Background: an optimization exercise with open tools, aiming at small area. Do not read the settings as production practice. The RTL was checked by simulation tests, not by an equivalence proof against the original design. No driver is modelled on the clock port, so clocking that relies on it looks cheaper here than on a real chip. Power figures rest on the tool's default switching activity, not on a simulated workload.

## LCD_Keypad_Top
module LCD_Keypad_Top (clk, rst, data, rs, rw, e,
                       row, col, anode, seven_seg, PIN, key_flag);
Size in the first run: ~120 flip-flops, ~35 I/O pins, ~4500 sq um of cells after synthesis.
==> flow/config.mk <==
export PLATFORM = sky130hd
export DESIGN_NAME = LCD_Keypad_Top
export DESIGN_NICKNAME = LCD_Keypad_Top
export VERILOG_FILES = /design/flow/design.v
export SDC_FILE = /design/flow/constraint.sdc
export NUM_CORES = 4
export LEC_CHECK = 0
export ABC_AREA = 1
export CAP_MARGIN = 20
export CORE_MARGIN = 2
export CORE_UTILIZATION = 40
export SLEW_MARGIN = 20
==> flow/constraint.sdc <==
create_clock -name core_clock -period 10.0 [get_ports {clk}]
set_input_delay 2.0000 -clock core_clock [delete_from_list [all_inputs] [get_ports {clk}]]
set_output_delay 2.0000 -clock core_clock [all_outputs]
set_load 0.01 [all_outputs]
standard.sh (not shown) runs the stock make flow with config.mk's settings and CLKGATE_MAP_FILE= SYNTH_SCRIPT=/design/flow/synth_recipe.tcl, a recipe that flattens the netlist after the stock synthesis.
==> flow/flow/run.sh <==
#!/bin/bash
# Own layout flow: the standard layout (standard.sh), with three changes:
#  - synthesis maps logic with an area-oriented ABC script (flow/area.abc) and
#    skips ORFS's half/full-adder extraction; everything before and after the
#    ABC call (fsm/share skipped, flip-flop mapping, flatten, renames) is the
#    standard synthesis script unchanged, so the registers are the same;
#  - ports are buffered with sky130_fd_sc_hd__buf_1;
#  - the clock tree is built by flow/manual_cts.tcl before CTS (four
#    clkbuf_16, each driving the flip-flops of one quarter of the placement),
#    and TritonCTS is told to leave the clock net alone.
# Each tool's full output goes to the ORFS logs; make's output to flow_make.log.
set -euo pipefail
W=$PWD
F=$W/flow
# the standard synthesis script, with ORFS's synth.tcl replaced by a copy
# that takes its ABC script from MY_ABC_SCRIPT
sed "s#^source \$::env(SCRIPTS_DIR)/synth.tcl\$#source $W/my_synth.tcl#" synth_recipe.tcl > my_synth_recipe.tcl
grep -q "my_synth.tcl" my_synth_recipe.tcl
awk '{print} /^source \$::env\(SCRIPTS_DIR\)\/synth_preamble.tcl$/ {print "if { [env_var_exists_and_non_empty MY_ABC_SCRIPT] } { lset abc_args 1 $::env(MY_ABC_SCRIPT) }"}' \
    "$FLOW_HOME/scripts/synth.tcl" > my_synth.tcl
grep -q "MY_ABC_SCRIPT" my_synth.tcl
CTS="-sink_clustering_enable -repair_clock_nets -dont_use_dummy_load -buf_list {$(cat $F/cts_bufs.txt)} $(cat $F/cts_args.txt)"
bash standard.sh \
    SYNTH_SCRIPT=$W/my_synth_recipe.tcl MY_ABC_SCRIPT=$F/area.abc ADDER_MAP_FILE= \
    "BUFFER_PORTS_ARGS=-buffer_cell sky130_fd_sc_hd__buf_1" \
    "CTS_ARGS=$CTS" PRE_CTS_TCL=$F/manual_cts.tcl \
    finish > $W/flow_make.log 2>&1
test -s out/final.def
==> flow/flow/area.abc <==
strash
ifraig
dc2
dch -f
amap
strash
dch -f
amap
topo
==> flow/flow/cts_bufs.txt <==
sky130_fd_sc_hd__clkbuf_2 sky130_fd_sc_hd__clkbuf_4
==> flow/flow/manual_cts.tcl <==
# Manual clock tree: the flip-flops are split into NCLK groups by placement
# (halves by x, then halves by y), each driven by one clock buffer placed at
# its group's centre; the clock port drives only those buffers.
proc manual_clock_tree { bufmaster nx ny } {
  set db [ord::get_db]
  set block [ord::get_db_block]
  set clknet [$block findNet clk]
  set master [$db findMaster $bufmaster]
  set pts {}
  foreach it [$clknet getITerms] {
    set inst [$it getInst]
    set loc [$inst getLocation]
    lappend pts [list $it [lindex $loc 0] [lindex $loc 1]]
  }
  set groups {}
  set byx [lsort -integer -index 1 $pts]
  set n [llength $byx]
  for {set i 0} {$i < $nx} {incr i} {
    set part [lrange $byx [expr {$i * $n / $nx}] [expr {($i + 1) * $n / $nx - 1}]]
    set byy [lsort -integer -index 2 $part]
    set m [llength $byy]
    for {set j 0} {$j < $ny} {incr j} {
      lappend groups [lrange $byy [expr {$j * $m / $ny}] [expr {($j + 1) * $m / $ny - 1}]]
    }
  }
  set k 0
  foreach g $groups {
    set sx 0; set sy 0
    foreach p $g { set sx [expr {$sx + [lindex $p 1]}]; set sy [expr {$sy + [lindex $p 2]}] }
    set cx [expr {$sx / [llength $g]}]; set cy [expr {$sy / [llength $g]}]
    set buf [odb::dbInst_create $block $master clkbuf_manual_$k]
    set net [odb::dbNet_create $block clknet_manual_$k]
    $net setSigType CLOCK
    [$buf findITerm A] connect $clknet
    [$buf findITerm X] connect $net
    foreach p $g { set it [lindex $p 0]; $it disconnect; $it connect $net }
    $buf setLocation $cx $cy
    $buf setPlacementStatus PLACED
    incr k
  }
  puts "manual clock tree: $k buffers of $bufmaster"
}
manual_clock_tree sky130_fd_sc_hd__clkbuf_16 2 2
set_cts_config -skip_nets clk
Other scripts of this flow, unchanged in this note and not shown: flow/flow/cts_args.txt
Then changed:
--- a/flow/flow/run.sh
+++ b/flow/flow/run.sh
@@ -7,5 +7,3 @@
 #  - ports are buffered with sky130_fd_sc_hd__buf_1;
-#  - the clock tree is built by flow/manual_cts.tcl before CTS (four
-#    clkbuf_16, each driving the flip-flops of one quarter of the placement),
-#    and TritonCTS is told to leave the clock net alone.
+#  - CTS uses small clock buffers and no dummy loads.
 # Each tool's full output goes to the ORFS logs; make's output to flow_make.log.
@@ -25,3 +23,3 @@
     "BUFFER_PORTS_ARGS=-buffer_cell sky130_fd_sc_hd__buf_1" \
-    "CTS_ARGS=$CTS" PRE_CTS_TCL=$F/manual_cts.tcl \
+    "CTS_ARGS=$CTS" \
     finish > $W/flow_make.log 2>&1
==> flow/flow/cts_bufs.txt (replaced) <==
sky130_fd_sc_hd__clkbuf_4
removed: flow/flow/manual_cts.tcl
Effect:
- die area stays the same
- synthesized cell count does not change
- cell area is higher by 0.57%
- hold slack degrades by 0.0062 ns
- sequential share of layout area is lower by 0.28 points
- fmax is lower by 2.2%
- wire length is higher by 2.8%
- global-route usage is higher by 1.7 points
- power is higher by 2.0%
- first-iteration DRC count is higher by 30%
Then changed:
--- a/flow/flow/run.sh
+++ b/flow/flow/run.sh
@@ -7,3 +7,5 @@
 #  - ports are buffered with sky130_fd_sc_hd__buf_1;
-#  - CTS uses small clock buffers and no dummy loads.
+#  - the clock tree is built by flow/manual_cts.tcl before CTS (four
+#    clkbuf_16, each driving the flip-flops of one quarter of the placement),
+#    and TritonCTS is told to leave the clock net alone.
 # Each tool's full output goes to the ORFS logs; make's output to flow_make.log.
@@ -23,3 +25,3 @@
     "BUFFER_PORTS_ARGS=-buffer_cell sky130_fd_sc_hd__buf_1" \
-    "CTS_ARGS=$CTS" \
+    "CTS_ARGS=$CTS" PRE_CTS_TCL=$F/manual_cts.tcl \
     finish > $W/flow_make.log 2>&1
==> flow/flow/area.abc (replaced) <==
strash
ifraig
dc2
dch -f
amap
strash
dch -f
amap
strash
dch -f
amap
topo
==> flow/flow/manual_cts.tcl (new file) <==
# Manual clock tree: the flip-flops are split into NCLK groups by placement
# (halves by x, then halves by y), each driven by one clock buffer placed at
# its group's centre; the clock port drives only those buffers.
proc manual_clock_tree { bufmaster nx ny } {
  set db [ord::get_db]
  set block [ord::get_db_block]
  set clknet [$block findNet clk]
  set master [$db findMaster $bufmaster]
  set pts {}
  foreach it [$clknet getITerms] {
    set inst [$it getInst]
    set loc [$inst getLocation]
    lappend pts [list $it [lindex $loc 0] [lindex $loc 1]]
  }
  set groups {}
  set byx [lsort -integer -index 1 $pts]
  set n [llength $byx]
  for {set i 0} {$i < $nx} {incr i} {
    set part [lrange $byx [expr {$i * $n / $nx}] [expr {($i + 1) * $n / $nx - 1}]]
    set byy [lsort -integer -index 2 $part]
    set m [llength $byy]
    for {set j 0} {$j < $ny} {incr j} {
      lappend groups [lrange $byy [expr {$j * $m / $ny}] [expr {($j + 1) * $m / $ny - 1}]]
    }
  }
  set k 0
  foreach g $groups {
    set sx 0; set sy 0
    foreach p $g { set sx [expr {$sx + [lindex $p 1]}]; set sy [expr {$sy + [lindex $p 2]}] }
    set cx [expr {$sx / [llength $g]}]; set cy [expr {$sy / [llength $g]}]
    set buf [odb::dbInst_create $block $master clkbuf_manual_$k]
    set net [odb::dbNet_create $block clknet_manual_$k]
    $net setSigType CLOCK
    [$buf findITerm A] connect $clknet
    [$buf findITerm X] connect $net
    foreach p $g { set it [lindex $p 0]; $it disconnect; $it connect $net }
    $buf setLocation $cx $cy
    $buf setPlacementStatus PLACED
    incr k
  }
  puts "manual clock tree: $k buffers of $bufmaster"
}
manual_clock_tree sky130_fd_sc_hd__clkbuf_16 2 2
set_cts_config -skip_nets clk
What happened:
- sequential share of layout area rises by 0.39 points
- hold slack gets better by 0.0064 ns
- worst setup slack improved by 0.017 ns
- area after synthesis came out lower by 0.39%
- via count is lower by 2.5%
- die area went down by about 0.4%
Then changed:
==> flow/flow/area.abc (replaced) <==
strash
ifraig
dc2
&get -n
&deepsyn -T 120 -I 4
&put
dch -f
amap
strash
dch -f
amap
topo
Outcome: The changed run produced a clean layout. Final area came out lower by 2.1%. Sequential cell count does not change. Setup slack gets better by 0.14 ns. Die area came out lower by 1.9%. Core utilization came out lower by 0.56 points. Worst hold slack gets worse by 0.0069 ns. Total power came out lower by about 5%.

[static timing again, ports no longer ideal]
The results above use ideal ports. As a check the final layouts listed here were re-extracted and re-timed, cells and wires unchanged.
Step 1 sets driving cells, clkbuf_16 on the clock port and buf_2 on the other inputs (assumed; they add their load-dependent delay and slew).
Step 2 adds t to the input delays and takes it off the output delays; t is the mean of the earliest and latest rising clock arrival at the registers after step 1. Input paths then give back, and output paths get back, about the clock's delay inside the block.
Three values: ideal ports, drivers, drivers and shift; two values: the first two.
run | shift t [ns] | slack for setup (ns) | worst hold slack (ns) | worst slew at a driven data input, ns | cell pins on the clock port's net
the first run | 0.239 | 6.239 / 6.292 / 6.053 | 0.336 / 0.336 / 0.336 | 0.03 | 4
the second run | 0.489 | 6.155 / 6.122 / 6.060 | 0.330 / 0.330 / 0.330 | 0.03 | 1
the third run | 0.244 | 6.172 / 6.233 / 5.989 | 0.336 / 0.336 / 0.336 | 0.03 | 4
the fourth run | 0.242 | 6.310 / 6.231 / 6.473 | 0.329 / 0.329 / 0.329 | 0.03 | 4
After both steps setup and hold are still met in every run listed. The setup slack of the first run, which loses most, moves by +0.053 ns with the drivers and by -0.186 ns with both steps.
